Source: an optimization exercise on an open RTL-to-GDS flow (aim: small area and a short achievable clock period). Production flows keep margins and buffers that such runs may drop.
For this run, only the layout was checked, not whether the RTL still works.

File: design.v
module full_adder (a,b,cin,sum,carry);
    input a, b, cin;
    output sum, carry;
    assign sum = a ^ b ^ cin;
    assign carry = (a & b) | (b & cin) | (a & cin);
endmodule
module half_adder (a,b,sum,carry);
    input a, b;
    output sum, carry;
    assign sum = a ^ b;
    assign carry = a & b;
endmodule
module ripple_carry_adder_32bit(A, B, Cin, Sum);
    input [31:0] A, B;
    input Cin;
    output [31:0] Sum;
    wire [31:0] carry;
    full_adder FA0(A[0], B[0], Cin, Sum[0], carry[0]);
    full_adder FA1(A[1], B[1], carry[0], Sum[1], carry[1]);
    full_adder FA2(A[2], B[2], carry[1], Sum[2], carry[2]);
    full_adder FA3(A[3], B[3], carry[2], Sum[3], carry[3]);
    full_adder FA4(A[4], B[4], carry[3], Sum[4], carry[4]);
    full_adder FA5(A[5], B[5], carry[4], Sum[5], carry[5]);
    full_adder FA6(A[6], B[6], carry[5], Sum[6], carry[6]);
    full_adder FA7(A[7], B[7], carry[6], Sum[7], carry[7]);
    full_adder FA8(A[8], B[8], carry[7], Sum[8], carry[8]);
    full_adder FA9(A[9], B[9], carry[8], Sum[9], carry[9]);
    full_adder FA10(A[10], B[10], carry[9], Sum[10], carry[10]);
    full_adder FA11(A[11], B[11], carry[10], Sum[11], carry[11]);
    full_adder FA12(A[12], B[12], carry[11], Sum[12], carry[12]);
    full_adder FA13(A[13], B[13], carry[12], Sum[13], carry[13]);
    full_adder FA14(A[14], B[14], carry[13], Sum[14], carry[14]);
    full_adder FA15(A[15], B[15], carry[14], Sum[15], carry[15]);
    full_adder FA16(A[16], B[16], carry[15], Sum[16], carry[16]);
    full_adder FA17(A[17], B[17], carry[16], Sum[17], carry[17]);
    full_adder FA18(A[18], B[18], carry[17], Sum[18], carry[18]);
    full_adder FA19(A[19], B[19], carry[18], Sum[19], carry[19]);
    full_adder FA20(A[20], B[20], carry[19], Sum[20], carry[20]);
    full_adder FA21(A[21], B[21], carry[20], Sum[21], carry[21]);
    full_adder FA22(A[22], B[22], carry[21], Sum[22], carry[22]);
    full_adder FA23(A[23], B[23], carry[22], Sum[23], carry[23]);
    full_adder FA24(A[24], B[24], carry[23], Sum[24], carry[24]);
    full_adder FA25(A[25], B[25], carry[24], Sum[25], carry[25]);
    full_adder FA26(A[26], B[26], carry[25], Sum[26], carry[26]);
    full_adder FA27(A[27], B[27], carry[26], Sum[27], carry[27]);
    full_adder FA28(A[28], B[28], carry[27], Sum[28], carry[28]);
    full_adder FA29(A[29], B[29], carry[28], Sum[29], carry[29]);
    full_adder FA30(A[30], B[30], carry[29], Sum[30], carry[30]);
    full_adder FA31(A[31], B[31], carry[30], Sum[31], carry[31]);
endmodule
module booth_multiplier_16x16 (
    input  [15:0] A,
    input  [15:0] B,
    output [31:0] P
);
    reg [31:0] product;
    reg [33:0] temp;  
    reg [31:0] partial_sum;
    integer i;
    always @(*) begin
        product = 32'd0;
        temp = {B, 1'b0};   
        for (i = 0; i < 16; i = i + 1) begin
            case ({temp[i+1], temp[i]})
                2'b01: partial_sum = A << i;        
                2'b10: partial_sum = ~(A << i) + 1;  
                default: partial_sum = 32'd0;
            endcase
            product = product + partial_sum;
        end
    end
    assign P = product;
endmodule
module fir_filter_16_tap (
    input clk, 
    input rst, 
    input [15:0] x_in, 
    input [15:0] h0, h1, h2, h3, h4, h5, h6, h7,
    input [15:0] h8, h9, h10, h11, h12, h13, h14, h15,
    output reg [31:0] y_out
);
    reg [15:0] tap0, tap1, tap2, tap3, tap4, tap5, tap6, tap7;
    reg [15:0] tap8, tap9, tap10, tap11, tap12, tap13, tap14, tap15;
    wire [31:0] p0, p1, p2, p3, p4, p5, p6, p7;
    wire [31:0] p8, p9, p10, p11, p12, p13, p14, p15;
    booth_multiplier_16x16 m0 (.A(tap0), .B(h0), .P(p0));
    booth_multiplier_16x16 m1 (.A(tap1), .B(h1), .P(p1));
    booth_multiplier_16x16 m2 (.A(tap2), .B(h2), .P(p2));
    booth_multiplier_16x16 m3 (.A(tap3), .B(h3), .P(p3));
    booth_multiplier_16x16 m4 (.A(tap4), .B(h4), .P(p4));
    booth_multiplier_16x16 m5 (.A(tap5), .B(h5), .P(p5));
    booth_multiplier_16x16 m6 (.A(tap6), .B(h6), .P(p6));
    booth_multiplier_16x16 m7 (.A(tap7), .B(h7), .P(p7));
    booth_multiplier_16x16 m8 (.A(tap8), .B(h8), .P(p8));
    booth_multiplier_16x16 m9 (.A(tap9), .B(h9), .P(p9));
    booth_multiplier_16x16 m10 (.A(tap10), .B(h10), .P(p10));
    booth_multiplier_16x16 m11 (.A(tap11), .B(h11), .P(p11));
    booth_multiplier_16x16 m12 (.A(tap12), .B(h12), .P(p12));
    booth_multiplier_16x16 m13 (.A(tap13), .B(h13), .P(p13));
    booth_multiplier_16x16 m14 (.A(tap14), .B(h14), .P(p14));
    booth_multiplier_16x16 m15 (.A(tap15), .B(h15), .P(p15));
    wire [31:0] sum0, sum1, sum2, sum3, sum4, sum5, sum6, sum7;
    wire [31:0] sum8, sum9, sum10, sum11, sum12, sum13, sum14;
    ripple_carry_adder_32bit adder0 (.A(p0), .B(p1), .Cin(1'b0), .Sum(sum0));
    ripple_carry_adder_32bit adder1 (.A(p2), .B(p3), .Cin(1'b0), .Sum(sum1));
    ripple_carry_adder_32bit adder2 (.A(p4), .B(p5), .Cin(1'b0), .Sum(sum2));
    ripple_carry_adder_32bit adder3 (.A(p6), .B(p7), .Cin(1'b0), .Sum(sum3));
    ripple_carry_adder_32bit adder4 (.A(p8), .B(p9), .Cin(1'b0), .Sum(sum4));
    ripple_carry_adder_32bit adder5 (.A(p10), .B(p11), .Cin(1'b0), .Sum(sum5));
    ripple_carry_adder_32bit adder6 (.A(p12), .B(p13), .Cin(1'b0), .Sum(sum6));
    ripple_carry_adder_32bit adder7 (.A(p14), .B(p15), .Cin(1'b0), .Sum(sum7));
    ripple_carry_adder_32bit adder8 (.A(sum0), .B(sum1), .Cin(1'b0), .Sum(sum8));
    ripple_carry_adder_32bit adder9 (.A(sum2), .B(sum3), .Cin(1'b0), .Sum(sum9));
    ripple_carry_adder_32bit adder10 (.A(sum4), .B(sum5), .Cin(1'b0), .Sum(sum10));
    ripple_carry_adder_32bit adder11 (.A(sum6), .B(sum7), .Cin(1'b0), .Sum(sum11));
    ripple_carry_adder_32bit adder12 (.A(sum8), .B(sum9), .Cin(1'b0), .Sum(sum12));
    ripple_carry_adder_32bit adder13 (.A(sum10), .B(sum11), .Cin(1'b0), .Sum(sum13));
    ripple_carry_adder_32bit adder14 (.A(sum12), .B(sum13), .Cin(1'b0), .Sum(sum14));
    always @(posedge clk or posedge rst) begin
        if (rst) begin
            tap0 <= 16'd0; tap1 <= 16'd0; tap2 <= 16'd0; tap3 <= 16'd0;
            tap4 <= 16'd0; tap5 <= 16'd0; tap6 <= 16'd0; tap7 <= 16'd0;
            tap8 <= 16'd0; tap9 <= 16'd0; tap10 <= 16'd0; tap11 <= 16'd0;
            tap12 <= 16'd0; tap13 <= 16'd0; tap14 <= 16'd0; tap15 <= 16'd0;
            y_out <= 32'd0;
        end else begin
            tap15 <= tap14; tap14 <= tap13; tap13 <= tap12; tap12 <= tap11;
            tap11 <= tap10; tap10 <= tap9; tap9 <= tap8; tap8 <= tap7;
            tap7 <= tap6; tap6 <= tap5; tap5 <= tap4; tap4 <= tap3;
            tap3 <= tap2; tap2 <= tap1; tap1 <= tap0; tap0 <= x_in;
            y_out <= sum14;
        end
    end
endmodule
File: run.sh
#!/bin/bash
# synth_recipe.tcl (not shown) runs the flow's synth.tcl, then flattens the netlist and writes it again
# the make line also repeats each setting of config.mk as NAME=value (left out here)
make -C /OpenROAD-flow-scripts/flow DESIGN_CONFIG=/design/flow/config.mk WORK_HOME=/design/flow/orfs CLKGATE_MAP_FILE= SYNTH_SCRIPT=/design/flow/synth_recipe.tcl finish
File: config.mk
export PLATFORM = sky130hd
export DESIGN_NAME = fir_filter_16_tap
export DESIGN_NICKNAME = fir_filter_16_tap
export VERILOG_FILES = /design/flow/design.v
export SDC_FILE = /design/flow/constraint.sdc
export NUM_CORES = 8
export LEC_CHECK = 0
export CAP_MARGIN = 20
export CORE_MARGIN = 2
export CORE_UTILIZATION = 40
export SLEW_MARGIN = 20
File: constraint.sdc
create_clock -name core_clock -period 25.0 [get_ports {clk}]
set_input_delay 5.0000 -clock core_clock [delete_from_list [all_inputs] [get_ports {clk}]]
set_output_delay 5.0000 -clock core_clock [all_outputs]
set_load 0.01 [all_outputs]
==> metrics.md <==
| Metric | Value |
|---|---|
| Status | `complete, no violations` |
| # setup viols final | `0` |
| Number of fillers in the final layout | `56420` |
| Max_cap viols | `0` |
| Htree depth | `1` |
| Crit path arrival time | `24800 ps` |
| Post-synthesis register bit count | `288` |
| Period utilisation layout | `96.84%` |
| Die X | `761.9 um` |
| Slew headroom | `19.87%` |
| Placer Congestion | `1.002` |
| Synth Instances | `25950` |
| Die ar. | `0.5805 mm^2` |
| Grt total ovfl | `0` |
| Top-count cell post-synth | `fa_1` |
| Finished Layout Cells | `33010` |
| CTS root buf | `clkbuf_16` |
| Leading area contributor after synthesis | `fa_1` |
| First-pass detailed-route iteration total | `9` |
| Antenna-violating nets left | `0` |
| RSZ-0062 raised after global routing | `no` |
| Final setup TNS | `0 ps` |
| Drt via density | `5.934` |
| Startpoint types | `input port` |
| Fin util | `42.93%` |
| Max stage delay on crit path | `680 ps` |
| Clock period minus worst slack | `24210 ps` |
| Seq/Total Area, Yosys | `3.137%` |
| Cts bufs inserted | `30` |
| Design area | `0.2458 mm^2` |
| Total track usage | `31.05%` |
| First-pass GRT wire length | `1349 mm` |
| TritonCTS clock tree | `built` |
| Drt drc | `0` |
| Post-Syn Nets | `33030` |
| Average wire per standard cell | `27.50 um` |
| Critical Path Most Common Cell | `fa_1` |
| CP endpoint kind | `flop` |
| Starting Density | `40.13%` |
| I/O pins | `306` |
| Avg Inst Size Synth | `8.853 um^2` |
| Core Area | `0.5725 mm^2` |
| Post-synth top cells | `5378 x fa_1, 3911 x inv_1, 2071 x clkbuf_1, 2006 x nand2_1, 1611 x o21ai_0` |
| Max reg flops | `32` |
| Crit Path Max Fanout | `6` |
| Mapped cell area | `0.2298 mm^2` |
| Clock Skew | `26.04 ps` |
| Synth Warn # | `2` |
| Worst path slowest cell | `fa_1` |
| Measured slew at the worst slew-check pin | `1193 ps` |
| Async set-reset flop share out of synthesis | `100.0%` |
| Synth unique cells | `83` |
| Placed cell area | `0.2446 mm^2` |
| Initial antenna violation count | `77` |
| Ranking of synthesized cells by area | `fa_1 47%, ha_1 7.7%, inv_1 6.4%` |
| Crit path kind | `in2reg` |
| Number of global-route vias before repair | `202300` |
| WHS Path Cells | `0` |
| Row count | `278` |
| Most used flip-flop cell after synthesis | `dfrtp_1` |
| FMAX | `41.30 MHz` |
| Clock Latency Late Sink | `710 ps` |
| Synth top area share | `46.86%` |
| Layout cell share with drive strength beyond 1 | `6.271%` |
| Iter 0 DRT Violations | `22230` |
| Detailed placement HPWL | `733.3 mm` |
| Largest net degree at the start of global routing | `79` |
| CTS Hold Bufs | `0` |
| Final hold violation count | `0` |
| Reg clk slew, reported paths | `80 ps` |
| Worst EP required | `25590 ps` |
| Area growth from synthesis to layout | `6.984%` |
| Buffers on Ports | `305` |
| Worst Hold Class | `reg2reg` |
| Post-cts resize count | `0` |
| Reg with most FFs | `y_out` |
| DR vias | `195900` |
| Pins Over Slew Limit | `0` |
| Nets | `32460` |
| Placed cells | `32910` |
| Clock Path Buffers | `3` |
| Clock sinks | `288` |
| Post-Route WL | `907.7 mm` |
| Setup Buffers After CTS | `0` |
| Worst-case reg-to-reg path depth | `64` |
| Number of synthesized flops with an enable pin | `0` |
| Die Height | `761.9 um` |
-- metal layers --
metal / track usage (%) / wire length (um) / vias up
li1: - / - / 82550
met1: 38.71 / 330300 / 99400
met2: 48.17 / 407800 / 11570
met3: 5.709 / 85670 / 2371
met4: 23.23 / 83810 / 6
met5: 0.01638 / 74 / -
-- worst max-delay path, delay by kind of cell --
| kind | cells | cell delay, ps |
|---|---|---|
| compound gates | 1 | 340 |
| xor+xnor | 14 | 2800 |
| fa+ha+maj | 35 | 14650 |
| buf+inv | 12 | 1730 |
| simple gates | 1 | 260 |
-- final timing paths --
check | start | endpoint | slack (ps)
min in group asynchronous | rst | tap9[0] | 5230
setup / recovery | h1[1] | y_out[31] | 790
hold reg to reg | tap13[1] | tap14[1] | 380
setup reg to reg | tap12[0] | y_out[31] | 3380
max in group asynchronous | rst | tap1[14] | 17110
hold / removal | tap13[1] | tap14[1] | 380
-- cell families after synthesis --
kind of cell	synth area share, %
flip-flops	3.137
AO/OA/AOI/OAI	16.92
XOR/XNOR	3.878
AND/OR/NAND/NOR	11.37
buffers and inverters	10.09
adder cells (fa/ha/maj)	54.61
-- metrics by stage --
step           hold slack, ps  worst slack [ps]
4_1_cts                 378.5             892.6
2_1_floorplan           348.7              2212
5_1_grt                 383.8             109.1
3_5_place_dp            361.0             196.5
3_3_place_gp            360.4             233.0
6_report                378.7             788.8
-- layout make-up --
type | instances | area [um^2] | share of cell area, %
multi-input combinational | 19490 | 200000 | 81.35
inverter | 3922 | 14730 | 5.992
clock inverter | 17 | 236.5 | 0.09620
clock buffer | 37 | 838.3 | 0.3410
tap | 7560 | 9459 | 3.848
sequential | 288 | 7208 | 2.932
antenna | 48 | 120.1 | 0.04886
timing repair buffer | 1644 | 13250 | 5.389
-- cell usage in the layout, fill, tap and decap left out, types with 11 or more instances in the layout --
master           Yosys  final
fa_1              5378   5378
inv_1             3911   3910
nand2_1           2006   2006
o21ai_0           1611   1610
a21oi_1           1432   1429
ha_1              1423   1423
buf_4                1   1327
a22oi_1           1307   1307
nor2_1            1150   1145
nor3_1            1001    955
xnor2_1            788    780
a22o_1             754    754
o31ai_1            533    532
nor2b_1            519    480
nand2b_1           456    454
clkdlybuf4s50_1      0    305
dfrtp_1            288    287
xor2_1             206    198
or3_1              137    136
a21o_1             123    123
and2_1             113    113
o21bai_1            81     81
o22ai_1             58     58
nand3_1             60     55
diode_2              0     48
or2_2               44     44
nor3_2               2     42
nor2b_2              0     39
and3_1              31     31
clkbuf_16            0     31
o21a_1              30     30
a31oi_1             28     28
nor4_1              28     26
or4_1               23     23
clkinv_1            11     11
buf_12               0     11

-- port drivers added, routing unchanged --
The results above use ideal ports. As a check the final layout listed here was re-extracted and re-timed, cells and wires unchanged.
Step 1 assumes that a clkbuf_16 drives the clock port and a buf_2 every other input.
Step 2 times the ports against the registers' clock, not the clock port: input delays grow and output delays shrink by t, the midpoint of the rising clock arrivals with the driver on.
Slacks: ideal / step 1 / step 2; pairs: ideal / step 1.
t (ns): 0.811
setup slack, ns: 0.789 / 0.767 / -0.044
worst setup path at the end: input to register
With both steps, setup timing fails in this run, where it was met with ideal ports. For this run, drivers alone change the setup slack by -0.022 ns; drivers and shift together by -0.833 ns.
